From an optimization exercise on the open Yosys and OpenROAD flow, aimed at small area, a short achievable clock period and few clock cycles; shortcuts taken in it are not production practice.
Where RTL was checked, it was by simulation tests only, not by an equivalence proof against the original.
Only the layout flow was run in run 1; the RTL was not checked for function there.

==> flow/design.v, too long to show whole: its modules and the start of the top module <==
// module mac: 675 lines
// module mac_sum: 438 lines
// module mac_array_mxn: 18 lines
// module matmul_datapath: 55 lines
// module compute_wrapper: 164 lines
// module axi_lite_ctrl_wrapper: 125 lines
// module axi_matrix_accelerator: 84 lines
module axi_matrix_accelerator #(
    parameter ADDR_W = 32,
    parameter DATA_W = 32
) (
    input  logic clk,
    input  logic rst_n,
    input  logic [ADDR_W-1:0] s_axi_awaddr,
    input  logic        s_axi_awvalid,
    output logic        s_axi_awready,
    input  logic [DATA_W-1:0] s_axi_wdata,
    input  logic        s_axi_wvalid,
    output logic        s_axi_wready,
    output logic        s_axi_bvalid,
    output logic [1:0]  s_axi_bresp,
    input  logic        s_axi_bready,
    input  logic [ADDR_W-1:0] s_axi_araddr,
    input  logic        s_axi_arvalid,
    output logic        s_axi_arready,
    output logic [DATA_W-1:0] s_axi_rdata,
    output logic [1:0]  s_axi_rresp,
    output logic        s_axi_rvalid,
    input  logic        s_axi_rready,
    input  logic [DATA_W-1:0] s_axis_a_tdata,
    input  logic        s_axis_a_tvalid,
    output logic        s_axis_a_tready,
    input  logic        s_axis_a_tlast,
    input  logic [DATA_W-1:0] s_axis_b_tdata,
    input  logic        s_axis_b_tvalid,
    output logic        s_axis_b_tready,
    input  logic        s_axis_b_tlast,
    output logic [DATA_W-1:0] m_axis_c_tdata,
    output logic        m_axis_c_tvalid,
    input  logic        m_axis_c_tready,
    output logic        m_axis_c_tlast
);
  // ...
==> flow/flow/run.sh <==
#!/bin/bash
# The standard layout (the standard.sh, unchanged synthesis), with
#  - the port buffers made of sky130_fd_sc_hd__buf_2 (ORFS otherwise picks a
#    delay cell); every port still gets its buffer.
# make's output goes to make_finish.log; each step's full log stays in orfs/logs/.
set -euo pipefail
MARGIN=$(cat flow/margin.txt)
bash standard.sh SETUP_SLACK_MARGIN=$MARGIN \
    "BUFFER_PORTS_ARGS=-buffer_cell sky130_fd_sc_hd__buf_2" finish > make_finish.log 2>&1
==> flow/flow/margin.txt <==
7.0
==> flow/standard.sh <==
#!/bin/bash
# synth_recipe.tcl (not shown) runs the flow's synth.tcl, then flattens the netlist and writes it again
# the make line also repeats each setting of config.mk as NAME=value (left out here)
make -C /OpenROAD-flow-scripts/flow DESIGN_CONFIG=/design/flow/config.mk WORK_HOME=/design/flow/orfs CLKGATE_MAP_FILE= SYNTH_SCRIPT=/design/flow/synth_recipe.tcl "${@:-finish}"
==> flow/config.mk <==
export PLATFORM = sky130hd
export DESIGN_NAME = axi_matrix_accelerator
export DESIGN_NICKNAME = axi_matrix_accelerator
export VERILOG_FILES = /design/flow/design.v
export SDC_FILE = /design/flow/constraint.sdc
export NUM_CORES = 4
export LEC_CHECK = 0
export CAP_MARGIN = 20
export CORE_MARGIN = 2
export CORE_UTILIZATION = 45
export CTS_BUF_LIST = sky130_fd_sc_hd__clkbuf_16
export CTS_CLUSTER_DIAMETER = 120
export CTS_CLUSTER_SIZE = 22
export SLEW_MARGIN = 20
==> flow/constraint.sdc <==
create_clock -name core_clock -period 11.0 [get_ports {clk}]
set_input_delay 2.2000 -clock core_clock [delete_from_list [all_inputs] [get_ports {clk}]]
set_output_delay 2.2000 -clock core_clock [all_outputs]
set_load 0.01 [all_outputs]
==> impl_metrics.py, run 1 <==
metrics = {
    "run_status": {
        "status": "timing/DRC/antenna clean",
    },
    "detailed_routing": {
        "vias_per_cell": 5.63,
        "postRouteAntennaNets": 0,
        "routed_wl_um": 100000,
        "vias": 24700,
        "drc_errors": 0,
    },
    "placed_design": {
        "dpl.cell_count": 4200,
        "pre_cts_ws_ps": 5620,
        "dpl-instance-area_um2": 43200,
        "gp_congestion": 0.869,
    },
    "cells_and_area": {
        "multi_input_area_share": 0.366,
        "finalNetCount": 3652,
        "post_route_cells_drive_above_1_share": 0.219,
        "final_common_cell": "edfxtp_1",
    },
    "global_route": {
        "met3_usage": 0.0307,
        "gr-usage-met1": 0.279,
        "use_met2": 0.364,
        "grt_pass1_vias": 25600,
        "grt.busiest_layer": "met2",
    },
    "die": {
        "die_h_um": 305,
        "num_tap_cells": 1176,
        "start_util": 0.454,
        "fp-row-count": 110,
    },
    "worst_setup_path": {
        "timing.rr.start": "u_compute.u_dp.cs_q[39]$_DFFE_PN_",
        "crit_fanout": 5,
        "reg2regPathDepth": 13,
    },
    "min_path": {
        "min_path_type": "reg2reg",
    },
    "yosys": {
        "ys_ff_latch": 785,
        "synth_area_leader_cell": "edfxtp_1",
        "ys_seq_area_frac": 0.565,
    },
    "sta": {
        "whs_ps": 464,
    },
    "cts": {
        "h-tree-depth": 2,
    },
}
==> module matmul_datapath, before the edit <==
module matmul_datapath (
    input  logic        clk,
    input  logic        rst_n,
    input  logic        adv,
    input  logic        v2,       
    input  logic        n2,       
    input  logic        l2,       
    input  logic [31:0] a,
    input  logic [31:0] b,
    output logic [31:0] res       
);
    localparam int NB = 96;    
    logic [NB-1:0] cs, cs_q;
    logic [31:0] acc_cur;
    logic        fresh_q;    
    always_ff @(posedge clk or negedge rst_n) begin
        if (!rst_n) fresh_q <= 1'b1;
        else        fresh_q <= 1'b0;
    end
    logic [15:0] one, two, neg;
    always_comb begin
        for (int r = 0; r < 16; r++) begin
            logic x2, x1, x0;
            x2 = b[2*r+1];
            x1 = b[2*r];
            x0 = (r == 0) ? 1'b0 : b[2*r-1];
            one[r] = x1 ^ x0;
            two[r] = (x2 & ~x1 & ~x0) | (~x2 & x1 & x0);
            neg[r] = x2 & ~(x1 & x0);
        end
    end
    mac u_mul (
        .a    (a),
        .one  (one),
        .two  (two),
        .neg  (neg),
        .cs   (cs)
    );
    always_ff @(posedge clk)
        if (adv) cs_q <= cs;
    mac_sum u_sum (
        .base (acc_cur),
        .cs   (cs_q),
        .sum  (res)
    );
    mac_array_mxn u_acc (
        .clk (clk),
        .we  (adv & v2),
        .n2  (n2),
        .clr (l2),
        .clr_all (fresh_q),
        .d   (res),
        .cur (acc_cur)
    );
endmodule
==> module compute_wrapper, before the edit <==
module compute_wrapper (
    input  logic        clk,
    input  logic        rst_n,
    input  logic [31:0] s_axis_a_tdata,
    input  logic        s_axis_a_tvalid,
    output logic        s_axis_a_tready,
    input  logic        s_axis_a_tlast,
    input  logic [31:0] s_axis_b_tdata,
    input  logic        s_axis_b_tvalid,
    output logic        s_axis_b_tready,
    input  logic        s_axis_b_tlast,
    output logic [31:0] m_axis_c_tdata,
    output logic        m_axis_c_tvalid,
    input  logic        m_axis_c_tready,
    output logic        m_axis_c_tlast,
    input  logic [31:0] cfg_m,
    input  logic [31:0] cfg_k,
    input  logic [31:0] cfg_n,
    output logic        job_end
);
    wire       m2    = cfg_m[1];
    wire       n2    = cfg_n[1];
    wire [1:0] klast = cfg_k[1:0] - 2'd1;
    wire [3:0] kn    = n2 ? {cfg_k[2:0], 1'b0} : {1'b0, cfg_k[2:0]};
    logic       i_q, j_q, idone_q, a_have_q, a_rdy_q, b_rdy_q;
    logic [1:0] k_q;
    logic [3:0] b_cnt_q;
    logic       v1_q, l1_q, t1_q;
    logic       v2_q, l2_q, t2_q;
    logic       ov_q, ol_q, sv_q, sl_q;
    logic [31:0] bstore [8];
    logic [31:0] op_a;
    logic [31:0] op_b;
    logic [31:0] out_q, skid_q;
    wire adv = ~sv_q;
    wire a_hs  = s_axis_a_tvalid & a_rdy_q;
    wire b_hs  = s_axis_b_tvalid & b_rdy_q;
    logic [2:0] idx_q;
    logic       bp_q, bs_q;
    wire       b_ok    = bs_q | (bp_q & b_hs);
    wire       a_ok    = a_have_q | a_hs;
    wire       issue   = adv & ~idone_q & a_ok & b_ok;
    wire       j_end   = ~n2 | j_q;
    wire       k_end   = (k_q == klast);
    wire       i_end   = ~m2 | i_q;
    wire pop  = ov_q & m_axis_c_tready;
    assign job_end = pop & ol_q;
    logic       i_d, j_d, idone_d, a_have_d, b_rdy_d, sv_d;
    logic [1:0] k_d;
    logic [3:0] b_cnt_d;
    wire  [2:0] idx_d = n2 ? {k_d, j_d} : {1'b0, k_d};
    always_comb begin
        i_d = i_q; j_d = j_q; k_d = k_q; idone_d = idone_q;
        a_have_d = a_have_q; b_cnt_d = b_cnt_q;
        if (issue) begin
            if (!j_end)
                j_d = 1'b1;
            else begin
                j_d = 1'b0;
                if (!k_end)
                    k_d = k_q + 2'd1;
                else begin
                    k_d = 2'd0;
                    if (!i_end) i_d = 1'b1;
                    else        idone_d = 1'b1;
                end
            end
        end
        if (issue & j_end)
            a_have_d = 1'b0;
        else if (a_hs)
            a_have_d = 1'b1;
        if (b_hs)
            b_cnt_d = b_cnt_q + 4'd1;
        b_rdy_d = b_cnt_d < kn;
        if (job_end) begin
            i_d = 1'b0; j_d = 1'b0; k_d = 2'd0; idone_d = 1'b0;
            a_have_d = 1'b0; b_cnt_d = 4'd0; b_rdy_d = 1'b1;
        end
    end
    always_ff @(posedge clk or negedge rst_n) begin
        if (!rst_n) begin
            i_q <= 1'b0; j_q <= 1'b0; k_q <= 2'd0; idone_q <= 1'b0;
            a_have_q <= 1'b0; b_cnt_q <= 4'd0; b_rdy_q <= 1'b0;
            a_rdy_q <= 1'b1;
            idx_q <= 3'd0; bp_q <= 1'b1; bs_q <= 1'b0;
        end else begin
            i_q <= i_d; j_q <= j_d; k_q <= k_d; idone_q <= idone_d;
            a_have_q <= a_have_d; b_cnt_q <= b_cnt_d; b_rdy_q <= b_rdy_d;
            a_rdy_q <= ~idone_d & ~a_have_d & ~sv_d;
            idx_q <= idx_d;
            bp_q  <= (b_cnt_d == {1'b0, idx_d});
            bs_q  <= (b_cnt_d > {1'b0, idx_d});
        end
    end
    always_ff @(posedge clk) begin
        if (b_hs)
            bstore[b_cnt_q[2:0]] <= s_axis_b_tdata;
        if (a_hs)
            op_a <= s_axis_a_tdata;
    end
    wire [31:0] b_op = bp_q ? s_axis_b_tdata : bstore[idx_q];
    always_ff @(posedge clk) begin
        if (adv)
            op_b <= b_op;
    end
    always_ff @(posedge clk or negedge rst_n) begin
        if (!rst_n) begin
            v1_q <= 1'b0; l1_q <= 1'b0; t1_q <= 1'b0;
            v2_q <= 1'b0; l2_q <= 1'b0; t2_q <= 1'b0;
        end else if (adv) begin
            v1_q <= issue;
            l1_q <= k_end;
            t1_q <= k_end & j_end & i_end;
            v2_q <= v1_q;
            l2_q <= l1_q;
            t2_q <= t1_q;
        end
    end
    logic [31:0] res;
    matmul_datapath u_dp (
        .clk   (clk),
        .rst_n (rst_n),
        .adv   (adv),
        .v2    (v2_q),
        .n2    (n2),
        .l2    (l2_q),
        .a     (op_a),
        .b     (op_b),
        .res   (res)
    );
    wire push = adv & v2_q & l2_q;
    assign sv_d = sv_q ? ~pop : (push & ov_q & ~pop);
    always_ff @(posedge clk or negedge rst_n) begin
        if (!rst_n) begin
            ov_q <= 1'b0; ol_q <= 1'b0; sv_q <= 1'b0; sl_q <= 1'b0;
        end else begin
            sv_q <= sv_d;
            if (sv_q) begin
                if (pop) ol_q <= sl_q;
            end else if (push) begin
                if (!ov_q || pop) begin
                    ov_q <= 1'b1;
                    ol_q <= t2_q;
                end else
                    sl_q <= t2_q;
            end else if (pop)
                ov_q <= 1'b0;
        end
    end
    always_ff @(posedge clk) begin
        if (sv_q) begin
            if (pop) out_q <= skid_q;
        end else if (push) begin
            if (!ov_q || pop) out_q <= res;
            else              skid_q <= res;
        end
    end
    assign s_axis_a_tready = a_rdy_q;
    assign s_axis_b_tready = b_rdy_q;
    assign m_axis_c_tvalid = ov_q;
    assign m_axis_c_tdata  = out_q;
    assign m_axis_c_tlast  = ol_q;
endmodule
==> inputs of run 2 (changes only) <==
--- a/flow/design.v
+++ b/flow/design.v
@@ -1137,7 +1137,9 @@
     input  logic        n2,       
     input  logic        l2,       
     input  logic [31:0] a,
-    input  logic [31:0] b,
+    input  logic [15:0] one,
+    input  logic [15:0] two,
+    input  logic [15:0] neg,
     output logic [31:0] res       
 );
     localparam int NB = 96;    
@@ -1148,18 +1150,6 @@
         if (!rst_n) fresh_q <= 1'b1;
         else        fresh_q <= 1'b0;
     end
-    logic [15:0] one, two, neg;
-    always_comb begin
-        for (int r = 0; r < 16; r++) begin
-            logic x2, x1, x0;
-            x2 = b[2*r+1];
-            x1 = b[2*r];
-            x0 = (r == 0) ? 1'b0 : b[2*r-1];
-            one[r] = x1 ^ x0;
-            two[r] = (x2 & ~x1 & ~x0) | (~x2 & x1 & x0);
-            neg[r] = x2 & ~(x1 & x0);
-        end
-    end
     mac u_mul (
         .a    (a),
         .one  (one),
@@ -1216,14 +1206,14 @@
     logic       ov_q, ol_q, sv_q, sl_q;
     logic [31:0] bstore [8];
     logic [31:0] op_a;
-    logic [31:0] op_b;
+    logic [15:0] one_q, two_q, neg_q;
     logic [31:0] out_q, skid_q;
     wire adv = ~sv_q;
     wire a_hs  = s_axis_a_tvalid & a_rdy_q;
     wire b_hs  = s_axis_b_tvalid & b_rdy_q;
-    logic [2:0] idx_q;
-    logic       bp_q, bs_q;
-    wire       b_ok    = bs_q | (bp_q & b_hs);
+    wire [2:0] idx     = n2 ? {k_q, j_q} : {1'b0, k_q};
+    wire       b_port  = (b_cnt_q == {1'b0, idx});
+    wire       b_ok    = (b_cnt_q > {1'b0, idx}) | (b_port & b_hs);
     wire       a_ok    = a_have_q | a_hs;
     wire       issue   = adv & ~idone_q & a_ok & b_ok;
     wire       j_end   = ~n2 | j_q;
@@ -1234,7 +1224,6 @@
     logic       i_d, j_d, idone_d, a_have_d, b_rdy_d, sv_d;
     logic [1:0] k_d;
     logic [3:0] b_cnt_d;
-    wire  [2:0] idx_d = n2 ? {k_d, j_d} : {1'b0, k_d};
     always_comb begin
         i_d = i_q; j_d = j_q; k_d = k_q; idone_d = idone_q;
         a_have_d = a_have_q; b_cnt_d = b_cnt_q;
@@ -1269,14 +1258,10 @@
             i_q <= 1'b0; j_q <= 1'b0; k_q <= 2'd0; idone_q <= 1'b0;
             a_have_q <= 1'b0; b_cnt_q <= 4'd0; b_rdy_q <= 1'b0;
             a_rdy_q <= 1'b1;
-            idx_q <= 3'd0; bp_q <= 1'b1; bs_q <= 1'b0;
         end else begin
             i_q <= i_d; j_q <= j_d; k_q <= k_d; idone_q <= idone_d;
             a_have_q <= a_have_d; b_cnt_q <= b_cnt_d; b_rdy_q <= b_rdy_d;
             a_rdy_q <= ~idone_d & ~a_have_d & ~sv_d;
-            idx_q <= idx_d;
-            bp_q  <= (b_cnt_d == {1'b0, idx_d});
-            bs_q  <= (b_cnt_d > {1'b0, idx_d});
         end
     end
     always_ff @(posedge clk) begin
@@ -1285,10 +1270,25 @@
         if (a_hs)
             op_a <= s_axis_a_tdata;
     end
-    wire [31:0] b_op = bp_q ? s_axis_b_tdata : bstore[idx_q];
+    wire [31:0] b_op = b_port ? s_axis_b_tdata : bstore[idx];
+    logic [15:0] one_d, two_d, neg_d;
+    always_comb begin
+        for (int r = 0; r < 16; r++) begin
+            logic x2, x1, x0;
+            x2 = b_op[2*r+1];
+            x1 = b_op[2*r];
+            x0 = (r == 0) ? 1'b0 : b_op[2*r-1];
+            one_d[r] = x1 ^ x0;
+            two_d[r] = (x2 & ~x1 & ~x0) | (~x2 & x1 & x0);
+            neg_d[r] = x2 & ~(x1 & x0);
+        end
+    end
     always_ff @(posedge clk) begin
-        if (adv)
-            op_b <= b_op;
+        if (adv) begin
+            one_q <= one_d;
+            two_q <= two_d;
+            neg_q <= neg_d;
+        end
     end
     always_ff @(posedge clk or negedge rst_n) begin
         if (!rst_n) begin
@@ -1312,7 +1312,9 @@
         .n2    (n2),
         .l2    (l2_q),
         .a     (op_a),
-        .b     (op_b),
+        .one   (one_q),
+        .two   (two_q),
+        .neg   (neg_q),
         .res   (res)
     );
     wire push = adv & v2_q & l2_q;
==> flow/flow/run.sh (replaced) <==
#!/bin/bash
# The standard layout (the standard.sh), with three changes to how it is made:
#  - after the standard synthesis, flow/fapol.py removes inverters between full
#    adders by choosing for each full adder whether it computes its outputs or
#    their complements (a full adder with all inputs inverted gives both outputs
#    inverted); registers and all other logic are unchanged;
#  - the timing repair steps are asked to leave MARGIN ns of setup slack at
#    the design's clock period (flow/margin.txt);
#  - the port buffers are sky130_fd_sc_hd__buf_2 (ORFS otherwise picks a delay
#    cell); every port still gets its buffer.
# Logs: make_synth.log, fapol.log, make_finish.log here; each step's full log in orfs/logs/.
set -euo pipefail
MARGIN=$(cat flow/margin.txt)
KNOBS=(SETUP_SLACK_MARGIN=$MARGIN "BUFFER_PORTS_ARGS=-buffer_cell sky130_fd_sc_hd__buf_2")
bash standard.sh "${KNOBS[@]}" synth > make_synth.log 2>&1
R=orfs/results/${FLOW_PLATFORM}/axi_matrix_accelerator/base
cp $R/1_2_yosys.v std_1_2_yosys.v
python3 flow/fapol.py std_1_2_yosys.v $R/1_2_yosys.v > fapol.log 2>&1
rm -f $R/1_synth.odb $R/1_synth.sdc
bash standard.sh "${KNOBS[@]}" finish > make_finish.log 2>&1
==> flow/flow/fapol.py (new file) <==
#!/usr/bin/env python3
"""Remove inverters between full adders of a Yosys netlist by choosing, for
each full adder, whether it computes its outputs or their complements
(fa(~a,~b,~c) = ~fa(a,b,c) for both outputs). Registers and all other cells
are kept; only inverters next to full adders are removed or added.

usage: fapol.py IN.v OUT.v
"""
import re, sys, random

src = open(sys.argv[1]).read()
m = re.search(r'^module\s+(\S+)\s*\(', src, re.M)
body_start = src.index(';', m.end()) + 1
end = src.rindex('endmodule')
header = src[:body_start]
body = src[body_start:end]

# split the body into statements
stmts = []
for s in re.finditer(r'(.*?;)', body, re.S):
    stmts.append(s.group(1))
tail = body[sum(len(s) for s in stmts):]

cell_re = re.compile(r'^\s*(sky130_fd_sc_hd__\w+)\s+(\S+)\s*\((.*)\)\s*;\s*$', re.S)
pin_re = re.compile(r'\.(\w+)\(\s*((?:\\\S+\s)|[^()\s]+)\s*\)')
OUTPINS = {'X', 'Y', 'Q', 'Q_N', 'COUT', 'SUM', 'HI', 'LO'}

cells = []       # (index, type, name, {pin: net})
decls = []       # statement indices of declarations / others
ports_out = set(); ports_in = set()
for i, st in enumerate(stmts):
    c = cell_re.match(st)
    if c:
        pins = {p: n.strip() for p, n in pin_re.findall(c.group(3))}
        cells.append([i, c.group(1), c.group(2), pins])
    else:
        t = st.strip()
        mm = re.match(r'(input|output)\s+(?:\[[^\]]*\]\s*)?(.+);', t, re.S)
        if mm:
            for nm in mm.group(2).split(','):
                (ports_in if mm.group(1) == 'input' else ports_out).add(nm.strip())

def esc(n):
    return n + ' ' if n.startswith('\\') else n

def base_name(n):
    # bus bit "x[3]" -> "x" for port lookups
    return re.sub(r'\[\d+\]$', '', n.strip())

driver = {}
loads = {}
for ci, (i, typ, name, pins) in enumerate(cells):
    for p, n in pins.items():
        if p in OUTPINS:
            driver[n] = (ci, p)
        else:
            loads.setdefault(n, []).append((ci, p))

def is_fa(ci): return re.match(r'sky130_fd_sc_hd__fa_\d+$', cells[ci][1]) is not None
def is_inv(ci): return re.match(r'sky130_fd_sc_hd__inv_\d+$', cells[ci][1]) is not None
def is_port(n): return base_name(n) in ports_out or base_name(n) in ports_in

# managed inverters: next to a full adder, output not a port
managed = set()
for ci, (i, typ, name, pins) in enumerate(cells):
    if not is_inv(ci): continue
    a, y = pins['A'], pins['Y']
    if is_port(y): continue
    d = driver.get(a)
    nearfa = (d is not None and (is_fa(d[0]) or is_inv(d[0]))) or any(is_fa(l[0]) for l in loads.get(y, []))
    if nearfa:
        managed.add(ci)
# close over chains: an inverter feeding a managed inverter, or fed by one
changed = True
while changed:
    changed = False
    for ci in list(managed):
        a, y = cells[ci][3]['A'], cells[ci][3]['Y']
        d = driver.get(a)
        if d and is_inv(d[0]) and d[0] not in managed and not is_port(cells[d[0]][3]['Y']):
            managed.add(d[0]); changed = True

def resolve(n):
    inv = 0
    while n in driver and driver[n][0] in managed:
        inv ^= 1
        n = cells[driver[n][0]][3]['A']
    return n, inv

# every load pin reached through a managed inverter, or on a full adder input
# or on a full adder output net: (src, inv, load cell, pin)
edges = []
for n, ls in loads.items():
    for (ci, p) in ls:
        if ci in managed: continue
        src, inv = resolve(n)
        d = driver.get(src)
        src_fa = d is not None and is_fa(d[0])
        if inv or is_fa(ci) or src_fa:
            edges.append([src, inv, ci, p])

fas = [ci for ci in range(len(cells)) if is_fa(ci)]
flip = {ci: 0 for ci in fas}
def src_flip(src):
    d = driver.get(src)
    return flip[d[0]] if d is not None and d[0] in flip else 0
def need(e):
    src, inv, ci, p = e
    return inv ^ src_flip(src) ^ (flip[ci] if ci in flip else 0)
def weight(e):
    d = driver.get(e[0])
    return 3 if (d is not None and is_fa(d[0]) and is_fa(e[2])) else 1
W = [weight(e) for e in edges]
def cost():
    return sum(W[k] * need(e) for k, e in enumerate(edges))

# incident edges per full adder
inc = {ci: [] for ci in fas}
for k, e in enumerate(edges):
    if e[2] in inc: inc[e[2]].append(k)
    d = driver.get(e[0])
    if d is not None and d[0] in inc: inc[d[0]].append(k)

before = cost()
rng = random.Random(1)
order = list(fas)
def descend():
    for it in range(100):
        improved = False
        rng.shuffle(order)
        for ci in order:
            ks = set(inc[ci])
            c0 = sum(W[k] * need(edges[k]) for k in ks)
            flip[ci] ^= 1
            c1 = sum(W[k] * need(edges[k]) for k in ks)
            if c1 < c0:
                improved = True
            else:
                flip[ci] ^= 1
        if not improved:
            break
best = None
for restart in range(40):
    for ci in fas:
        flip[ci] = rng.randint(0, 1) if restart else 0
    descend()
    # a few perturbations from the local minimum
    for kick in range(20):
        saved = dict(flip); c_saved = cost()
        for ci in rng.sample(fas, 5):
            flip[ci] ^= 1
        descend()
        if cost() > c_saved:
            flip.update(saved)
    c = cost()
    if best is None or c < best[0]:
        best = (c, dict(flip))
flip.update(best[1])
after = cost()

# a source net driven by an XOR/XNOR gate whose loads all want its complement:
# swap the gate for its complement instead of adding an inverter
SWAP = {'xor2': 'xnor2', 'xnor2': 'xor2'}
swapped = 0
swapped_cells = []
bysrc = {}
for k2, e in enumerate(edges):
    bysrc.setdefault(e[0], []).append(k2)
for src, ks in bysrc.items():
    d = driver.get(src)
    if d is None: continue
    mt = re.match(r'sky130_fd_sc_hd__(xor2|xnor2)_(\d+)$', cells[d[0]][1])
    if not mt or is_port(src): continue
    other = [l for l in loads.get(src, []) if l[0] not in managed and
             not any(edges[k2][2] == l[0] and edges[k2][3] == l[1] for k2 in ks)]
    if other: continue
    if all(need(edges[k2]) for k2 in ks):
        cells[d[0]][1] = f'sky130_fd_sc_hd__{SWAP[mt.group(1)]}_{mt.group(2)}'
        # xor2 drives X, xnor2 drives Y
        pins = cells[d[0]][3]
        if mt.group(1) == 'xor2':
            pins['Y'] = pins.pop('X')
        else:
            pins['X'] = pins.pop('Y')
        for k2 in ks:
            edges[k2][1] ^= 1
        swapped += 1
        swapped_cells.append(d[0])

# rewrite: drop managed inverters, reconnect loads, one new inverter per
# source net whose loads need the complement
newinv = {}
def inv_net(src):
    if src not in newinv:
        newinv[src] = f'_fapol_n{len(newinv) + 1}_'
    return newinv[src]
for e in edges:
    src, inv, ci, p = e
    net = inv_net(src) if need(e) else src
    cells[ci][3][p] = net

# nets that now carry the complement of their old value get new names
rename = {}
def newname(n):
    return (n + '_fapol') if not n.startswith('\\') else (n + '_fapol')
for ci in fas:
    if flip[ci]:
        for p in ('COUT', 'SUM'):
            n = cells[ci][3].get(p)
            if n is not None:
                rename[n] = newname(n)
for ci in swapped_cells:
    for p in ('X', 'Y'):
        n = cells[ci][3].get(p)
        if n is not None:
            rename[n] = newname(n)
for ci in range(len(cells)):
    pins = cells[ci][3]
    for p in pins:
        if pins[p] in rename:
            pins[p] = rename[pins[p]]
# and so do the cells that drive them
for ci in set(swapped_cells) | {c for c in fas if flip[c]}:
    cells[ci][2] = newname(cells[ci][2])
decl_re = re.compile(r'^(\s*wire\s+)(\S+)(\s*;\s*)$', re.S)
for i, st in enumerate(stmts):
    md = decl_re.match(st)
    if md and md.group(2) in rename:
        stmts[i] = md.group(1) + rename[md.group(2)] + (' ' if rename[md.group(2)].startswith('\\') else '') + ';'
extra = []
for k2, (src, nn) in enumerate(newinv.items()):
    a = rename.get(src, src)
    extra.append(f'  wire {nn};')
    extra.append(f'  sky130_fd_sc_hd__inv_1 _fapol_i{k2 + 1}_ (\n    .A({esc(a)}),\n    .Y({nn})\n  );')
idx_of = {cells[ci][0]: ci for ci in range(len(cells))}
res = []
for i, st in enumerate(stmts):
    if i in idx_of:
        ci = idx_of[i]
        if ci in managed:
            continue
        typ, name, pins = cells[ci][1], cells[ci][2], cells[ci][3]
        pl = ",\n".join(f"    .{p}({esc(n)})" for p, n in pins.items())
        res.append(f"\n  {typ} {esc(name)} (\n{pl}\n  );")
    else:
        res.append(st)
text = header + "".join(res) + "\n" + "\n".join(extra) + "\n" + tail + "endmodule\n"
open(sys.argv[2], 'w').write(text)
print(f"full adders {len(fas)}, flipped {sum(flip.values())}, managed inverters {len(managed)}, "
      f"weighted inverted connections {before} -> {after}, xor/xnor swapped {swapped}, new inverters {len(newinv)}")
==> flow/flow/margin.txt (replaced) <==
7.3
--- a/flow/config.mk
+++ b/flow/config.mk
@@ -5,6 +5,7 @@
 export SDC_FILE = /design/flow/constraint.sdc
 export NUM_CORES = 4
 export LEC_CHECK = 0
+export ABC_AREA = 1
 export CAP_MARGIN = 20
 export CORE_MARGIN = 2
 export CORE_UTILIZATION = 45
==> run 2 against run 1 <==
  * Cell count grew 21%
  * Critical path depth shrank 3
  * Cell area grew 0.60%
  * First-iteration DRC count grew 31%
  * Via count grew 15%
  * Critical endpoint is now u_compute.u_dp.cs_q[87]$_DFFE_PN_
  * Highest routed layer unchanged
==> impl_metrics.py, run 2 <==
metrics = {
    "sta": {
        "period_minus_slack_ps": 3840,
        "period_share": 0.349,
        "setup_viol": 0,
        "rsz0062_at_grt": "true",
        "fin_ws_ps": 7160,
        "worst_slew_pin_slew_ps": 1050,
        "clock.fmax_mhz": 260,
        "hold_viol": 0,
        "finClkSkew_ps": 28.5,
        "maxSlewHeadroom": 0.298,
        "drv_slew": 0,
        "tns_ps": 0,
    },
    "placed_design": {
        "portBuffers": 220,
        "gp_congestion": 0.914,
        "dpl-instance-area_um2": 44500,
        "dpl.hpwl_um": 72900,
        "pre_cts_ws_ps": 6180,
    },
    "global_route": {
        "use_met2": 0.368,
        "antenna_found_initial": 10,
        "grt_max_degree": 80,
        "grt.busiest_layer": "met2",
        "overflow": 0,
        "met3_usage": 0.0308,
        "grt_pass1_vias": 27400,
        "gr-usage-all-layers": 0.224,
        "gr-usage-met1": 0.307,
        "grt_first_pass_wirelength_um": 167000,
    },
    "worst_setup_path": {
        "crit_type": "reg2reg",
        "path_cells": "clkinv_4 -> o22ai_1 -> xor2_1 -> ha_1 -> inv_1 -> fa_1 -> fa_2 -> fa_2 -> fa_1 -> inv_1",
        "crit_buf_inv": 3,
        "end_kind": "register",
        "crit_arrival_ps": 4220,
        "crit_fanout": 18,
        "timing.rr.start": "u_compute.one_q[6]$_DFFE_PN_",
        "start_kind": "register",
        "crit_required_ps": 11380,
        "critPathTopFamily": "adder cells",
        "slowest_stage": "fa_1",
        "cp_slowest_stage_delay_ps": 600,
        "startpoint": "u_compute.one_q[6]$_DFFE_PN_",
    },
    "detailed_routing": {
        "drc_errors": 0,
        "vias": 28300,
        "wl_per_cell_um": 20.7,
        "vias_per_cell": 5.34,
        "routed_wl_um": 110000,
        "drt_iter0_markers": 2643,
        "drt_first_pass_iters": 9,
        "postRouteAntennaNets": 0,
    },
    "cells_and_area": {
        "post_route_cells_drive_above_1_share": 0.141,
        "fill_cells": 8338,
        "finalNetCount": 4493,
        "layout_common_cells": "nand2_1 (908), edfxtp_1 (726), inv_1 (337)",
        "final_common_cell": "nand2_1",
        "area.growth.synth_to_final_pct": 10.7,
        "largest_reg_flops": 256,
        "design_area_um2": 46900,
        "seq_area_um2": 23400,
        "multiInputGateArea_um2": 16800,
    },
    "yosys": {
        "synth.avg_cell_area_um2": 11.1,
        "synthCells": 3808,
        "synth_area_um2": 42300,
        "ys_warn_count": 4,
    },
    "die": {
        "start_util": 0.454,
        "fp-row-count": 112,
        "core-area_um2": 93300,
        "die_h_um": 311,
        "die_x_um": 311,
        "design.die.area_um2": 96500,
        "io_pins": 249,
    },
    "cts": {
        "h-tree-depth": 2,
        "holdBufCountCts": 0,
        "root_buffer": "clkbuf_16",
        "clkTransAtPathRegs_ps": 90,
        "cts_tree": "built",
        "clock_latency_ps": 640,
        "cts_inserted_buffers": 42,
        "cts_num_sinks": 796,
        "clock_path_buffers": 3,
    },
    "min_path": {
        "min_path_type": "reg2reg",
        "hp-start": "u_ctrl.done_q$_DFFE_PN0P_",
    },
    "job": {
        "cap_violations": 0,
    },
    "run_status": {
        "status": "timing/DRC/antenna clean",
    },
}
## run 2: cell count changes in the layout (fill, tap and decap cells not counted), moves of 59 or more
cell and delta:
xor2_1 +59, inv_1 +108, o22ai_1 +229, xnor2_1 -94
a22oi_1 -268, nand2_1 +710, mux4_2 -64, nand3_1 +203
## run 2: worst register-to-register path, stage by stage, from the launching register on
cell and delay (ps):
edfxtp_1 520, clkinv_4 240, o22ai_1 290, xor2_1 120, ha_1 300, inv_1 60, fa_1 600, fa_2 470
fa_2 360, fa_1 580, inv_1 50
## run 2: worst paths after layout
kind / to / slack, ps / depth (start not counted)
worst max-delay path: u_compute.u_dp.cs_q[87]$_DFFE_PN_ / 7160 / 10
worst min-delay path: u_ctrl.rdone_q$_DFFE_PP_ / 460 / 0
worst max register to register: u_compute.u_dp.cs_q[87]$_DFFE_PN_ / 7160 / 10
worst min register to register: u_ctrl.rdone_q$_DFFE_PP_ / 460 / 0
max in group asynchronous: u_compute.b_rdy_q$_DFF_PN0_ / 8670 / 1
min in group asynchronous: u_ctrl.rvalid_q$_DFF_PN0_ / 1720 / 1
## run 2: repair_timing
action | 4_1_cts | 5_1_grt
gates cloned | 14 | 3
gates resized for setup | 114 | 34
pin swaps | 32 | 13
setup endpoints to repair | 92 | 70
buffers inserted | 46 | 20
## run 2: area by class of cell
class / count / area share
Antenna cell: 3 / 0.000160
Clock inverter: 24 / 0.00310
Multi-Input combinational cell: 2426 / 0.358
Inverter: 406 / 0.0361
Timing Repair inverter: 12 / 0.00123
Clock buffer: 42 / 0.0224
Sequential cell: 796 / 0.499
Timing Repair Buffer: 333 / 0.0458
Tap cell: 1254 / 0.0335
## run 2: layer usage
layer / wire length, um / vias to the layer above
li1: - / 13300
met1: 46400 / 13800
met2: 53200 / 940
met3: 6660 / 194
met4: 3550 / 6
met5: 31 / -
## run 2: metrics by stage
| step | hold slack (ps) | utilization | cells |
|---|---|---|---|
| 6_report | 464 | 0.502 | 5296 |
| 5_1_grt | 479 | 0.502 | 5296 |
| 4_1_cts | 467 | 0.499 | 5270 |
| 3_5_place_dp | 444 | 0.477 | 5144 |
| 3_3_place_gp | 439 | 0.477 | 5144 |
| 2_1_floorplan | 421 | - | 3810 |
Testbench counts of run 2, summed over its fixed seeds: cycles 9,492.
==> module axi_lite_ctrl_wrapper, before the edit <==
module axi_lite_ctrl_wrapper (
    input  logic        clk,
    input  logic        rst_n,
    input  logic [31:0] s_axi_awaddr,
    input  logic        s_axi_awvalid,
    output logic        s_axi_awready,
    input  logic [31:0] s_axi_wdata,
    input  logic        s_axi_wvalid,
    output logic        s_axi_wready,
    output logic        s_axi_bvalid,
    output logic [1:0]  s_axi_bresp,
    input  logic        s_axi_bready,
    input  logic [31:0] s_axi_araddr,
    input  logic        s_axi_arvalid,
    output logic        s_axi_arready,
    output logic [31:0] s_axi_rdata,
    output logic [1:0]  s_axi_rresp,
    output logic        s_axi_rvalid,
    input  logic        s_axi_rready,
    output logic [31:0] cfg_m,
    output logic [31:0] cfg_k,
    output logic [31:0] cfg_n,
    input  logic        job_end       
);
    logic [31:1] ctrl_q;
    logic [31:0] cfg_m_q, cfg_k_q, cfg_n_q;
    logic [3:0]  wrote_q;     
    logic        done_q;
    logic        bvalid_q, bresp_q, awready_q, arready_q;
    logic        rpend_q, rvalid_q, rresp_q, rdone_q;
    logic [4:0]  rsel_q;      
    logic [31:0] rdata_q;
    wire wr = s_axi_awvalid & s_axi_wvalid & awready_q;
    wire [7:0] wa = s_axi_awaddr[7:0];
    wire full_ok = (s_axi_awaddr[31:5] == 27'd0) &&
                   (s_axi_awaddr[4:0] == 5'h00 || s_axi_awaddr[4:0] == 5'h08 ||
                    s_axi_awaddr[4:0] == 5'h0C || s_axi_awaddr[4:0] == 5'h10);
    logic [3:0]  wsel_q;      
    logic [31:0] wd_q;
    wire start = wsel_q[0] & wd_q[0];
    always_ff @(posedge clk or negedge rst_n) begin
        if (!rst_n)
            wsel_q <= '0;
        else
            wsel_q <= {wr && wa == 8'h10, wr && wa == 8'h0C, wr && wa == 8'h08, wr && wa == 8'h00};
    end
    always_ff @(posedge clk)
        wd_q <= s_axi_wdata;
    always_ff @(posedge clk or negedge rst_n) begin
        if (!rst_n)
            wrote_q <= '0;
        else
            wrote_q <= wrote_q | wsel_q;
    end
    always_ff @(posedge clk) begin
        if (wsel_q[0]) ctrl_q  <= wd_q[31:1];
        if (wsel_q[1]) cfg_m_q <= wd_q;
        if (wsel_q[2]) cfg_k_q <= wd_q;
        if (wsel_q[3]) cfg_n_q <= wd_q;
    end
    wire [31:1] ctrl_v  = wrote_q[0] ? ctrl_q  : '0;
    wire [31:0] cfg_m_v = wrote_q[1] ? cfg_m_q : '0;
    wire [31:0] cfg_k_v = wrote_q[2] ? cfg_k_q : '0;
    wire [31:0] cfg_n_v = wrote_q[3] ? cfg_n_q : '0;
    always_ff @(posedge clk or negedge rst_n) begin
        if (!rst_n) begin
            bvalid_q  <= 1'b0;
            awready_q <= 1'b1;
            bresp_q   <= 1'b0;
            done_q    <= 1'b0;
        end else begin
            if (wr) begin
                bvalid_q  <= 1'b1;
                awready_q <= 1'b0;
                bresp_q   <= ~full_ok;
            end else if (s_axi_bready) begin
                bvalid_q  <= 1'b0;
                awready_q <= 1'b1;
            end
            if (start)
                done_q <= 1'b0;
            else if (job_end)
                done_q <= 1'b1;
        end
    end
    wire ar = s_axi_arvalid & arready_q;
    wire rvalid_d = rpend_q | (rvalid_q & ~s_axi_rready);
    wire [7:0] ra = s_axi_araddr[7:0];
    always_ff @(posedge clk or negedge rst_n) begin
        if (!rst_n) begin
            rpend_q   <= 1'b0;
            rvalid_q  <= 1'b0;
            arready_q <= 1'b1;
        end else begin
            rpend_q   <= ar;
            rvalid_q  <= rvalid_d;
            arready_q <= ~ar & ~rvalid_d;
        end
    end
    always_ff @(posedge clk) begin
        if (ar) begin
            rsel_q  <= {ra == 8'h10, ra == 8'h0C, ra == 8'h08, ra == 8'h04, ra == 8'h00};
            rdone_q <= done_q;
        end
        if (rpend_q) begin
            rdata_q <= ({32{rsel_q[0]}} & {ctrl_v, 1'b0}) |
                       ({32{rsel_q[1]}} & {31'd0, rdone_q}) |
                       ({32{rsel_q[2]}} & cfg_m_v) |
                       ({32{rsel_q[3]}} & cfg_k_v) |
                       ({32{rsel_q[4]}} & cfg_n_v);
            rresp_q <= ~|rsel_q;
        end
    end
    assign s_axi_awready = awready_q;
    assign s_axi_wready  = awready_q;
    assign s_axi_bvalid  = bvalid_q;
    assign s_axi_bresp   = {bresp_q, 1'b0};
    assign s_axi_arready = arready_q;
    assign s_axi_rvalid  = rvalid_q;
    assign s_axi_rdata   = rdata_q;
    assign s_axi_rresp   = {rresp_q, 1'b0};
    assign cfg_m = cfg_m_v;
    assign cfg_k = cfg_k_v;
    assign cfg_n = cfg_n_v;
endmodule
==> inputs of run 3 (changes only) <==
--- a/flow/design.v
+++ b/flow/design.v
@@ -1387,28 +1387,19 @@
     wire full_ok = (s_axi_awaddr[31:5] == 27'd0) &&
                    (s_axi_awaddr[4:0] == 5'h00 || s_axi_awaddr[4:0] == 5'h08 ||
                     s_axi_awaddr[4:0] == 5'h0C || s_axi_awaddr[4:0] == 5'h10);
-    logic [3:0]  wsel_q;      
-    logic [31:0] wd_q;
-    wire start = wsel_q[0] & wd_q[0];
-    always_ff @(posedge clk or negedge rst_n) begin
-        if (!rst_n)
-            wsel_q <= '0;
-        else
-            wsel_q <= {wr && wa == 8'h10, wr && wa == 8'h0C, wr && wa == 8'h08, wr && wa == 8'h00};
-    end
-    always_ff @(posedge clk)
-        wd_q <= s_axi_wdata;
+    wire [3:0] wsel = {wr && wa == 8'h10, wr && wa == 8'h0C, wr && wa == 8'h08, wr && wa == 8'h00};
+    wire start = wsel[0] & s_axi_wdata[0];
     always_ff @(posedge clk or negedge rst_n) begin
         if (!rst_n)
             wrote_q <= '0;
         else
-            wrote_q <= wrote_q | wsel_q;
+            wrote_q <= wrote_q | wsel;
     end
     always_ff @(posedge clk) begin
-        if (wsel_q[0]) ctrl_q  <= wd_q[31:1];
-        if (wsel_q[1]) cfg_m_q <= wd_q;
-        if (wsel_q[2]) cfg_k_q <= wd_q;
-        if (wsel_q[3]) cfg_n_q <= wd_q;
+        if (wsel[0]) ctrl_q  <= s_axi_wdata[31:1];
+        if (wsel[1]) cfg_m_q <= s_axi_wdata;
+        if (wsel[2]) cfg_k_q <= s_axi_wdata;
+        if (wsel[3]) cfg_n_q <= s_axi_wdata;
     end
     wire [31:1] ctrl_v  = wrote_q[0] ? ctrl_q  : '0;
     wire [31:0] cfg_m_v = wrote_q[1] ? cfg_m_q : '0;
==> run 3 against run 2 <==
  * Flip-flop and latch count shrank 36
  * Register-to-register slack is essentially flat
  * Die area shrank 2.8%
  * Via count shrank 2.7%
  * Worst hold slack gained 8.8 ps
  * Cell count shrank 4.6%
  * Critical path type unchanged
==> impl_metrics.py, run 3 <==
metrics = {
    "sta": {
        "rsz0062_at_grt": "true",
        "clock.fmax_mhz": 260,
        "hold_viol": 0,
        "setup_viol": 0,
        "tns_ps": 0,
        "whs_ps": 473,
        "fin_ws_ps": 7160,
        "worst_slew_pin_slew_ps": 1020,
        "period_share": 0.349,
        "drv_slew": 0,
        "finClkSkew_ps": 37.3,
        "maxSlewHeadroom": 0.317,
        "period_minus_slack_ps": 3840,
    },
    "worst_setup_path": {
        "crit_arrival_ps": 4160,
        "path_cells": "clkinvlp_4 -> o22ai_4 -> xor2_2 -> fa_1 -> fa_2 -> inv_2 -> fa_2 -> fa_1 -> fa_1",
        "cp_slowest_stage_delay_ps": 580,
        "startpoint": "u_compute.one_q[0]$_DFFE_PN_",
        "crit_type": "reg2reg",
        "timing.rr.start": "u_compute.one_q[0]$_DFFE_PN_",
        "crit_fanout": 6,
        "cp_common_cell": "fa_1",
        "reg2regPathDepth": 9,
        "crit_required_ps": 11320,
        "start_kind": "register",
        "r2r-end": "u_compute.u_dp.cs_q[84]$_DFFE_PN_",
        "end_kind": "register",
        "worst-r2r-setup-slack_ps": 7160,
        "slowest_stage": "fa_2",
    },
    "global_route": {
        "grt_first_pass_wirelength_um": 163000,
        "overflow": 0,
        "grt_pass1_vias": 26900,
        "antenna_found_initial": 6,
        "gr-usage-all-layers": 0.225,
        "grt_max_degree": 114,
    },
    "cts": {
        "cts_inserted_buffers": 41,
        "cts_tree": "built",
        "root_buffer": "clkbuf_16",
        "h-tree-depth": 2,
        "clkTransAtPathRegs_ps": 90,
        "cts_num_sinks": 760,
        "clock_latency_ps": 610,
        "clock_path_buffers": 3,
    },
    "detailed_routing": {
        "drt_iter0_markers": 2324,
        "met2_length_um": 51400,
        "drt_first_pass_iters": 8,
        "wl_met1_um": 46500,
        "drc_errors": 0,
        "vias": 27500,
        "wl_per_cell_um": 21.2,
        "postRouteAntennaNets": 0,
        "highest_layer": "met5",
        "wl_met3_um": 6130,
        "routed_wl_um": 107000,
        "vias_per_cell": 5.45,
    },
    "yosys": {
        "synth_area_um2": 41100,
        "synthCells": 3644,
        "synth.avg_cell_area_um2": 11.3,
        "ys_warn_count": 4,
    },
    "placed_design": {
        "gp_congestion": 0.917,
        "dpl.hpwl_um": 71500,
        "portBuffers": 220,
        "pre_cts_ws_ps": 6290,
    },
    "die": {
        "die_h_um": 306,
        "fp-row-count": 110,
        "die_x_um": 306,
        "start_util": 0.455,
        "design.die.area_um2": 93800,
        "io_pins": 249,
        "core-area_um2": 90300,
    },
    "run_status": {
        "status": "timing/DRC/antenna clean",
    },
    "cells_and_area": {
        "largest_reg_flops": 256,
        "finalNetCount": 4335,
        "layout_common_cells": "edfxtp_1 (726), nand2_1 (682), inv_1 (374)",
        "post_route_cells_drive_above_1_share": 0.150,
        "final_common_cell": "edfxtp_1",
        "area.growth.synth_to_final_pct": 12.0,
        "final_core_util": 0.510,
    },
    "min_path": {
        "hold_path_depth": 0,
        "min_path_type": "reg2reg",
        "whs_endpoint": "u_ctrl.rdone_q$_DFFE_PP_",
        "hp-start": "u_ctrl.done_q$_DFFE_PN0P_",
    },
    "job": {
        "cap_violations": 0,
    },
}
-- run 3: worst max path at each step --
| stage | to | slack [ps] |
|---|---|---|
| finish | u_compute.u_dp.cs_q[84]$_DFFE_PN_ | 7160 |
| global route | u_compute.u_dp.cs_q[84]$_DFFE_PN_ | 7100 |
| CTS | u_compute.u_dp.cs_q[87]$_DFFE_PN_ | 7220 |
| detailed placement | u_compute.a_rdy_q$_DFF_PN1_ | 6290 |
| global placement | u_compute.k_q[1]$_DFFE_PN0P_ | 6370 |
| floorplan | u_ctrl.cfg_k_q[0]$_DFFE_PP_ | 6790 |
-- run 3: metrics by stage --
step	instances	cell area [um^2]
floorplan	3646	41300
finish	5051	46100
global route	5051	46100
CTS	5025	45600
global placement	4903	43400
detailed placement	4904	43400
-- run 3: timing repair --
item / in CTS / in global routing
hold buffers: 0 / 0
gates cloned: 14 / 4
gates resized for setup: 103 / 79
endpoints found under the setup margin: 94 / 75
pin swaps: 25 / 53
buffers inserted: 49 / 21
-- run 3: layout make-up --
type | instances | area (um^2)
multi-input cells | 2280 | 16600
flip-flops and latches | 760 | 22700
well taps | 1176 | 1470
repair buffers | 338 | 2270
diodes | 1 | 2.50
clock inverters | 15 | 129
inverters | 427 | 1740
fillers | 8075 | 44200
repair inverters | 11 | 55.1
clock buffers | 43 | 1080
-- run 3: routing by layer --
metal | vias up | global-route usage
li1 | 12900 | -
met2 | 898 | 0.373
met1 | 13600 | 0.315
met3 | 163 | 0.0272
met5 | - | 0
met4 | 4 | 0.0586
-- run 3: critical path, delay by kind of cell, from the launching register on --
kind                       cells  cell delay (ps)
AOI/OAI and AO/OA              1              250
DFF                            1              410
adders and majority gates      5             2410
buffers and inverters          2              290
xor gates and xnor gates       1              190
Testbench counts of run 3, summed over its fixed seeds: cycles 9,492.
==> inputs of run 4 (changes only) <==
--- a/flow/flow/fapol.py
+++ b/flow/flow/fapol.py
@@ -109,7 +109,7 @@
     return inv ^ src_flip(src) ^ (flip[ci] if ci in flip else 0)
 def weight(e):
     d = driver.get(e[0])
-    return 3 if (d is not None and is_fa(d[0]) and is_fa(e[2])) else 1
+    return 10 if (d is not None and is_fa(d[0]) and is_fa(e[2])) else 1
 W = [weight(e) for e in edges]
 def cost():
     return sum(W[k] * need(e) for k, e in enumerate(edges))
--- a/flow/config.mk
+++ b/flow/config.mk
@@ -5,7 +5,6 @@
 export SDC_FILE = /design/flow/constraint.sdc
 export NUM_CORES = 4
 export LEC_CHECK = 0
-export ABC_AREA = 1
 export CAP_MARGIN = 20
 export CORE_MARGIN = 2
 export CORE_UTILIZATION = 45
==> run 4 against run 3 <==
  * Still clean on timing, DRC and antenna
  * First-iteration DRC count shrank 7.8%
  * Die area down 2.3%
  * Synthesized cell count fell by 21%
  * Cell area shrank 1.1%
  * Flip-flop and latch count is the same
  * Setup slack worse by 28 ps
  * Critical endpoint is now u_compute.out_q[31]$_DFFE_PP_
  * Largest cell class unchanged
  * Highest routed layer unchanged
==> impl_metrics.py, run 4 <==
metrics = {
    "run_status": {
        "status": "timing/DRC/antenna clean",
    },
    "worst_setup_path": {
        "startpoint": "u_compute.u_dp.u_acc.cur[5]$_DFFE_PP_",
        "crit_required_ps": 11460,
        "crit_arrival_ps": 4330,
        "crit_type": "reg2reg",
        "crit_fanout": 4,
        "end_kind": "register",
        "timing.rr.start": "u_compute.u_dp.u_acc.cur[5]$_DFFE_PP_",
        "start_kind": "register",
    },
    "sta": {
        "rsz0062_at_grt": "true",
        "tns_ps": 0,
        "fin_ws_ps": 7130,
        "worst_slew_pin_slew_ps": 1000,
        "drv_slew": 0,
        "finClkSkew_ps": 37.7,
        "period_share": 0.352,
        "period_minus_slack_ps": 3870,
        "setup_viol": 0,
        "maxSlewHeadroom": 0.332,
        "hold_viol": 0,
        "clock.fmax_mhz": 258,
    },
    "cells_and_area": {
        "post_route_cells_drive_above_1_share": 0.204,
        "layout_common_cells": "edfxtp_1 (726), a22oi_1 (306), xnor2_1 (288)",
        "area.growth.synth_to_final_pct": 13.4,
        "final_common_cell": "edfxtp_1",
        "design_area_um2": 45500,
        "largest_reg_flops": 256,
        "finalNetCount": 3543,
        "fin_cells": 4265,
    },
    "yosys": {
        "synth_area_um2": 40100,
        "synthCells": 2863,
        "ys_warn_count": 4,
        "synth.avg_cell_area_um2": 14.0,
    },
    "global_route": {
        "overflow": 0,
        "grt_max_degree": 99,
        "gr-usage-all-layers": 0.230,
        "antenna_found_initial": 11,
        "grt_first_pass_wirelength_um": 159000,
        "grt_pass1_vias": 25500,
    },
    "die": {
        "fp-row-count": 109,
        "die_h_um": 303,
        "die_x_um": 303,
        "start_util": 0.454,
        "core-area_um2": 88400,
        "design.die.area_um2": 91600,
        "io_pins": 249,
    },
    "placed_design": {
        "pre_cts_ws_ps": 5990,
        "dpl.hpwl_um": 67500,
        "gp_congestion": 0.942,
        "portBuffers": 220,
        "dpl-instance-area_um2": 42400,
        "dpl.cell_count": 4088,
    },
    "cts": {
        "clock_latency_ps": 620,
        "holdBufCountCts": 0,
        "clock_path_buffers": 3,
        "clkTransAtPathRegs_ps": 90,
        "cts_tree": "built",
        "root_buffer": "clkbuf_16",
        "h-tree-depth": 2,
        "cts_inserted_buffers": 42,
        "cts_num_sinks": 760,
    },
    "detailed_routing": {
        "postRouteAntennaNets": 0,
        "drt_first_pass_iters": 6,
        "vias_per_cell": 5.90,
        "drt_iter0_markers": 2142,
        "vias": 25100,
        "wl_per_cell_um": 24.9,
        "drc_errors": 0,
        "routed_wl_um": 106000,
    },
    "job": {
        "cap_violations": 0,
    },
    "min_path": {
        "min_path_type": "reg2reg",
        "hp-start": "u_ctrl.done_q$_DFFE_PN0P_",
    },
}
run 4: critical path, stage by stage, from the launching register on:
cell and delay, ps:
edfxtp_1 410, fa_1 580, fa_1 460, ha_4 320
o21a_1 200, o2111ai_2 150, o22a_2 340, a211o_4 390
a2111oi_4 370, buf_4 200, o21ai_4 80, a31oi_4 210
run 4: path summary, 6_finish.rpt:
kind	end	slack [ps]	cells after the start
max	u_compute.out_q[31]$_DFFE_PP_	7130	11
min	u_ctrl.rdone_q$_DFFE_PP_	470	0
max reg2reg	u_compute.out_q[31]$_DFFE_PP_	7130	11
min reg2reg	u_ctrl.rdone_q$_DFFE_PP_	470	0
max in group asynchronous	u_compute.sv_q$_DFF_PN0_	8550	1
min in group asynchronous	u_ctrl.rvalid_q$_DFF_PN0_	1750	1
run 4: timing repair:
action | in CTS | in global routing
buffers inserted | 74 | 20
pin swaps | 46 | 48
endpoints found under the setup margin | 158 | 161
gates resized for setup | 102 | 78
gates cloned | 6 | 0
run 4: metal layers:
layer,global-route usage,vias to the layer above,wire length [um]
met5,0,-,53
met4,0.0810,8,4060
met3,0.0377,216,7300
met2,0.379,1038,51200
met1,0.310,12800,43600
li1,-,11100,-
run 4: through the flow:
| stage | util | hold WS, ps |
|---|---|---|
| finish | 0.515 | 472 |
| CTS | 0.509 | 469 |
| floorplan | - | 424 |
| global route | 0.515 | 493 |
| detailed placement | 0.480 | 449 |
| global placement | 0.480 | 438 |
run 4: area by class of cell:
type | count | area, um^2
Fill cell | 7453 | 42800
Clock inverter | 28 | 178
Clock buffer | 42 | 1050
Sequential cell | 760 | 22700
Antenna cell | 7 | 17.5
Inverter | 67 | 260
Multi-Input combinational cell | 1820 | 17200
Tap cell | 1165 | 1460
Timing Repair Buffer | 376 | 2680
==> inputs of run 5 (changes only) <==
--- a/flow/config.mk
+++ b/flow/config.mk
@@ -5,6 +5,7 @@
 export SDC_FILE = /design/flow/constraint.sdc
 export NUM_CORES = 4
 export LEC_CHECK = 0
+export ABC_AREA = 1
 export CAP_MARGIN = 20
 export CORE_MARGIN = 2
 export CORE_UTILIZATION = 45
==> run 5 against run 4 <==
  * Synthesized area rose by 2.3%
  * Core utilization down 0.47 points
  * Via count up 9.6%
  * Cell count increased by 19%
  * Sequential share of layout area is 0.61 points lower
  * Critical path depth fell by 2
  * Global-route usage fell by 0.28 points
  * Worst hold slack better by 4.1 ps
  * Critical endpoint is now u_compute.u_dp.cs_q[87]$_DFFE_PN_
==> impl_metrics.py, run 5 <==
metrics = {
    "worst_setup_path": {
        "start_kind": "register",
        "crit_required_ps": 11330,
        "crit_fanout": 5,
        "end_kind": "register",
        "crit_arrival_ps": 4080,
        "crit_type": "reg2reg",
    },
    "die": {
        "start_util": 0.455,
        "die_h_um": 306,
        "design.die.area_um2": 93700,
        "core-area_um2": 90300,
        "fp-row-count": 110,
        "io_pins": 249,
        "die_x_um": 306,
    },
    "sta": {
        "drv_slew": 0,
        "finClkSkew_ps": 44.3,
        "hold_viol": 0,
        "rsz0062_at_grt": "true",
        "worst_slew_pin_slew_ps": 962,
        "period_share": 0.341,
        "maxSlewHeadroom": 0.354,
        "clock.fmax_mhz": 267,
        "period_minus_slack_ps": 3750,
        "tns_ps": 0,
        "setup_viol": 0,
    },
    "detailed_routing": {
        "vias": 27600,
        "wl_per_cell_um": 21.2,
        "postRouteAntennaNets": 0,
        "drc_errors": 0,
        "drt_first_pass_iters": 7,
        "routed_wl_um": 107000,
        "drt_iter0_markers": 2491,
        "vias_per_cell": 5.45,
    },
    "cts": {
        "clkTransAtPathRegs_ps": 90,
        "h-tree-depth": 2,
        "root_buffer": "clkbuf_16",
        "clock_latency_ps": 640,
        "clock_path_buffers": 3,
        "holdBufCountCts": 0,
        "cts_num_sinks": 760,
        "cts_inserted_buffers": 43,
        "cts_tree": "built",
    },
    "cells_and_area": {
        "finalNetCount": 4330,
        "final_common_cell": "edfxtp_1",
        "layout_common_cells": "edfxtp_1 (726), nand2_1 (683), inv_1 (371)",
        "area.growth.synth_to_final_pct": 12.2,
        "post_route_cells_drive_above_1_share": 0.149,
        "final_core_util": 0.511,
        "largest_reg_flops": 256,
        "fin_cells": 5056,
    },
    "global_route": {
        "gr-usage-all-layers": 0.227,
        "grt_pass1_vias": 26700,
        "grt_max_degree": 97,
        "overflow": 0,
        "antenna_found_initial": 5,
        "grt_first_pass_wirelength_um": 163000,
    },
    "placed_design": {
        "dpl.cell_count": 4895,
        "portBuffers": 220,
        "gp_congestion": 0.937,
        "dpl.hpwl_um": 71700,
    },
    "yosys": {
        "synthCells": 3634,
        "synth_area_um2": 41100,
        "synth.avg_cell_area_um2": 11.3,
        "ys_warn_count": 4,
    },
    "min_path": {
        "min_path_type": "reg2reg",
    },
    "job": {
        "cap_violations": 0,
    },
    "run_status": {
        "status": "timing/DRC/antenna clean",
    },
}
run 5: through the flow:
stage	hold slack, ps	setup slack, ps	instance area, um^2
after floorplan	420	6790	41200
after global placement	445	6120	43400
after detailed placement	448	6050	43400
after CTS	472	7260	45800
after global routing	474	7180	46100
final	476	7250	46100
run 5: critical path, stage by stage (launching register included):
cell and delay [ps]:
edfxtp_1 390, inv_2 80, buf_4 160, o22ai_2 240, xnor2_2 150, fa_1 500, fa_1 450, fa_2 410
fa_1 570, fa_1 480
run 5: timing repair:
| item | in CTS | in global routing |
|---|---|---|
| pin swaps | 34 | 13 |
| gates resized for setup | 122 | 53 |
| gates cloned | 15 | 2 |
| setup buffers | 63 | 9 |
| endpoints found under the setup margin | 94 | 91 |
run 5: cell type report:
cell class,instances,area [um^2]
antenna,2,5.00
sequential,760,22700
tap,1176,1470
timing repair buffer,342,2300
clock buffer,43,1080
clock inverter,26,203
inverter,417,1730
timing repair inverter,10,50.0
multi-input combinational,2280,16600
fill,7963,44200
run 5: worst paths after layout:
path | startpoint | to | slack, ps | depth (start not counted)
min | u_ctrl.done_q$_DFFE_PN0P_ | u_ctrl.rdone_q$_DFFE_PP_ | 480 | 0
min reg2reg | u_ctrl.done_q$_DFFE_PN0P_ | u_ctrl.rdone_q$_DFFE_PP_ | 480 | 0
min in group asynchronous | rst_n | u_ctrl.bresp_q$_DFFE_PN0P_ | 1680 | 1
max reg2reg | u_compute.op_a[24]$_DFFE_PP_ | u_compute.u_dp.cs_q[87]$_DFFE_PN_ | 7250 | 9
max in group asynchronous | rst_n | u_compute.sv_q$_DFF_PN0_ | 8730 | 1
max | u_compute.op_a[24]$_DFFE_PP_ | u_compute.u_dp.cs_q[87]$_DFFE_PN_ | 7250 | 9
run 5: per-layer routing:
metal  track usage  part of all wire  up-vias
met5             0           0.00029        -
met2         0.371              0.48      947
li1              -                 -    12900
met3        0.0362             0.065      171
met1         0.315              0.43    13500
met4        0.0655             0.030        4
==> inputs of run 6 (changes only) <==
==> flow/flow/margin.txt (replaced) <==
7.6
--- a/flow/config.mk
+++ b/flow/config.mk
@@ -12,4 +12,5 @@
 export CTS_BUF_LIST = sky130_fd_sc_hd__clkbuf_16
 export CTS_CLUSTER_DIAMETER = 120
 export CTS_CLUSTER_SIZE = 22
+export PLACE_DENSITY = 0.8
 export SLEW_MARGIN = 20
==> run 6 against run 5 <==
  * Critical path depth did not move
  * Critical path type unchanged
  * Clock skew fell by 17 ps
  * Global-route usage shrank 0.72 points
  * Core utilization rose by 1.7 points
  * Non-clock buffer count grew 43
  * Flip-flop and latch count did not move
  * Via count rose by 5.7%
==> impl_metrics.py, run 6 <==
metrics = {
    "run_status": {
        "status": "timing/DRC/antenna clean",
    },
    "worst_setup_path": {
        "end_kind": "register",
        "worst-r2r-setup-slack_ps": 7070,
        "crit_type": "reg2reg",
        "start_kind": "register",
        "crit_fanout": 7,
        "slowest_stage": "xnor2_1",
        "crit_arrival_ps": 4290,
        "crit_required_ps": 11360,
        "reg2regPathDepth": 9,
        "path_cells": "clkinvlp_4 -> buf_6 -> buf_4 -> o22ai_1 -> xnor2_1 -> fa_1 -> fa_2 -> fa_1 -> fa_2",
        "cp_slowest_stage_delay_ps": 610,
    },
    "min_path": {
        "hold_path_depth": 0,
        "min_path_type": "reg2reg",
    },
    "sta": {
        "setup_viol": 0,
        "finClkSkew_ps": 27.5,
        "worst_slew_pin_slew_ps": 998,
        "period_share": 0.357,
        "clock.fmax_mhz": 255,
        "drv_slew": 0,
        "period_minus_slack_ps": 3930,
        "maxSlewHeadroom": 0.333,
        "rsz0062_at_grt": "true",
        "tns_ps": 0,
        "hold_viol": 0,
        "fin_ws_ps": 7070,
    },
    "yosys": {
        "synth_area_um2": 41100,
        "ys_warn_count": 4,
        "synthCells": 3634,
        "synth.avg_cell_area_um2": 11.3,
    },
    "cts": {
        "cts_num_sinks": 760,
        "h-tree-depth": 2,
        "clkTransAtPathRegs_ps": 90,
        "clock_latency_ps": 620,
        "root_buffer": "clkbuf_16",
        "cts_tree": "built",
        "clock_path_buffers": 3,
        "cts_inserted_buffers": 41,
        "holdBufCountCts": 0,
    },
    "cells_and_area": {
        "area.growth.synth_to_final_pct": 15.9,
        "largest_reg_flops": 256,
        "fill_cells": 7298,
        "post_route_cells_drive_above_1_share": 0.207,
        "fin_cells": 5113,
        "finalNetCount": 4381,
        "layout_common_cells": "edfxtp_1 (726), nand2_1 (649), inv_1 (362)",
        "final_common_cell": "edfxtp_1",
    },
    "detailed_routing": {
        "vias_per_cell": 5.70,
        "drt_first_pass_iters": 8,
        "postRouteAntennaNets": 0,
        "drc_errors": 0,
        "vias": 29100,
        "routed_wl_um": 110000,
        "drt_iter0_markers": 3282,
        "wl_per_cell_um": 21.5,
    },
    "die": {
        "die_h_um": 306,
        "io_pins": 249,
        "die_x_um": 306,
        "start_util": 0.455,
        "core-area_um2": 90300,
        "fp-row-count": 110,
        "design.die.area_um2": 93700,
    },
    "placed_design": {
        "pre_cts_ws_ps": 6610,
        "gp_congestion": 0.899,
        "dpl.hpwl_um": 68200,
        "portBuffers": 220,
        "dpl.cell_count": 4884,
    },
    "global_route": {
        "antenna_found_initial": 20,
        "overflow": 0,
        "grt_max_degree": 114,
        "grt_first_pass_wirelength_um": 160000,
        "gr-usage-all-layers": 0.220,
        "grt_pass1_vias": 27900,
    },
    "job": {
        "cap_violations": 0,
    },
}
==> run 6: metal layers <==
metal / vias to the layer above / track usage / routed length (um)
li1: 13000 / - / -
met2: 1586 / 0.349 / 51100
met4: 14 / 0.106 / 6320
met5: - / 0 / 93
met1: 14100 / 0.294 / 42100
met3: 439 / 0.0393 / 10300
==> run 6: critical path, delay by kind of cell, from the launching register on <==
| family | cells | cell delay, ps |
|---|---|---|
| compound gates | 1 | 120 |
| xor+xnor | 1 | 610 |
| fa+ha+maj | 4 | 1900 |
| buf+inv | 3 | 550 |
| flops | 1 | 490 |
==> run 6: area by class of cell <==
| cell class | count | area (um^2) | area share |
|---|---|---|---|
| diodes | 11 | 27.5 | 0.000578 |
| clock buffers | 42 | 1050 | 0.0221 |
| clock inverters | 22 | 136 | 0.00286 |
| inverters | 417 | 1770 | 0.0371 |
| multi-input cells | 2281 | 17700 | 0.371 |
| flip-flops and latches | 760 | 22700 | 0.476 |
| well taps | 1176 | 1470 | 0.0309 |
| repair buffers | 385 | 2730 | 0.0573 |
| repair inverters | 19 | 128 | 0.00268 |
==> run 6: worst paths after layout <==
kind	startpoint	endpoint
max in group asynchronous	rst_n	u_compute.sv_q$_DFF_PN0_
min in group asynchronous	rst_n	u_ctrl.rvalid_q$_DFF_PN0_
worst min-delay path	u_ctrl.done_q$_DFFE_PN0P_	u_ctrl.rdone_q$_DFFE_PP_
worst max-delay path	u_compute.one_q[3]$_DFFE_PN_	u_compute.u_dp.cs_q[75]$_DFFE_PN_
worst max register to register	u_compute.one_q[3]$_DFFE_PN_	u_compute.u_dp.cs_q[75]$_DFFE_PN_
worst min register to register	u_ctrl.done_q$_DFFE_PN0P_	u_ctrl.rdone_q$_DFFE_PP_
==> run 6: what timing repair did <==
action | CTS | global route
pin swaps | 39 | 99
cloned | 25 | 2
setup buffers | 93 | 34
resized for setup | 185 | 236
setup endpoints to repair | 208 | 256
==> run 6: stage by stage <==
stage / util / hold slack (ps) / area [um^2]
after detailed placement: 0.481 / 435 / 43400
after CTS: 0.512 / 448 / 46200
after floorplan: - / 420 / 41500
after global routing: 0.527 / 470 / 47600
after global placement: 0.481 / 432 / 43400
final: 0.527 / 465 / 47600

port drivers added, routing unchanged:
In the flow no input, the clock included, has a driving cell. The finished layouts below were timed again as built, in two steps. Step 1, drivers: a clkbuf_16 drives clk and a buf_2 each remaining input, both assumed. Step 2 times the ports against the registers' clock, not the clock port: input delays grow and output delays shrink by t, the midpoint of the rising clock arrivals with the driver on. Slacks: ideal / step 1 / step 2; pairs: ideal / step 1.
| run | t, ns | setup WS [ns] | worst hold slack (ns) | worst slew at a driven data input, ns |
|---|---|---|---|---|
| run 1 | 0.681 | 6.871 / 6.871 / 6.271 | 0.464 / 0.464 / 0.464 | 0.12 |
| run 2 | 0.694 | 7.158 / 7.158 / 6.873 | 0.464 / 0.464 / 0.464 | 0.12 |
| run 3 | 0.665 | 7.159 / 7.159 / 6.899 | 0.473 / 0.473 / 0.473 | 0.10 |
| run 4 | 0.668 | 7.131 / 7.131 / 6.775 | 0.472 / 0.472 / 0.472 | 0.09 |
| run 5 | 0.688 | 7.248 / 7.248 / 6.922 | 0.476 / 0.476 / 0.476 | 0.09 |
| run 6 | 0.674 | 7.072 / 7.072 / 7.016 | 0.465 / 0.465 / 0.465 | 0.13 |
After both steps every run listed still meets setup and hold. For run 1, which loses most, drivers alone change the setup slack by 0.000 ns; drivers and shift together by -0.600 ns.
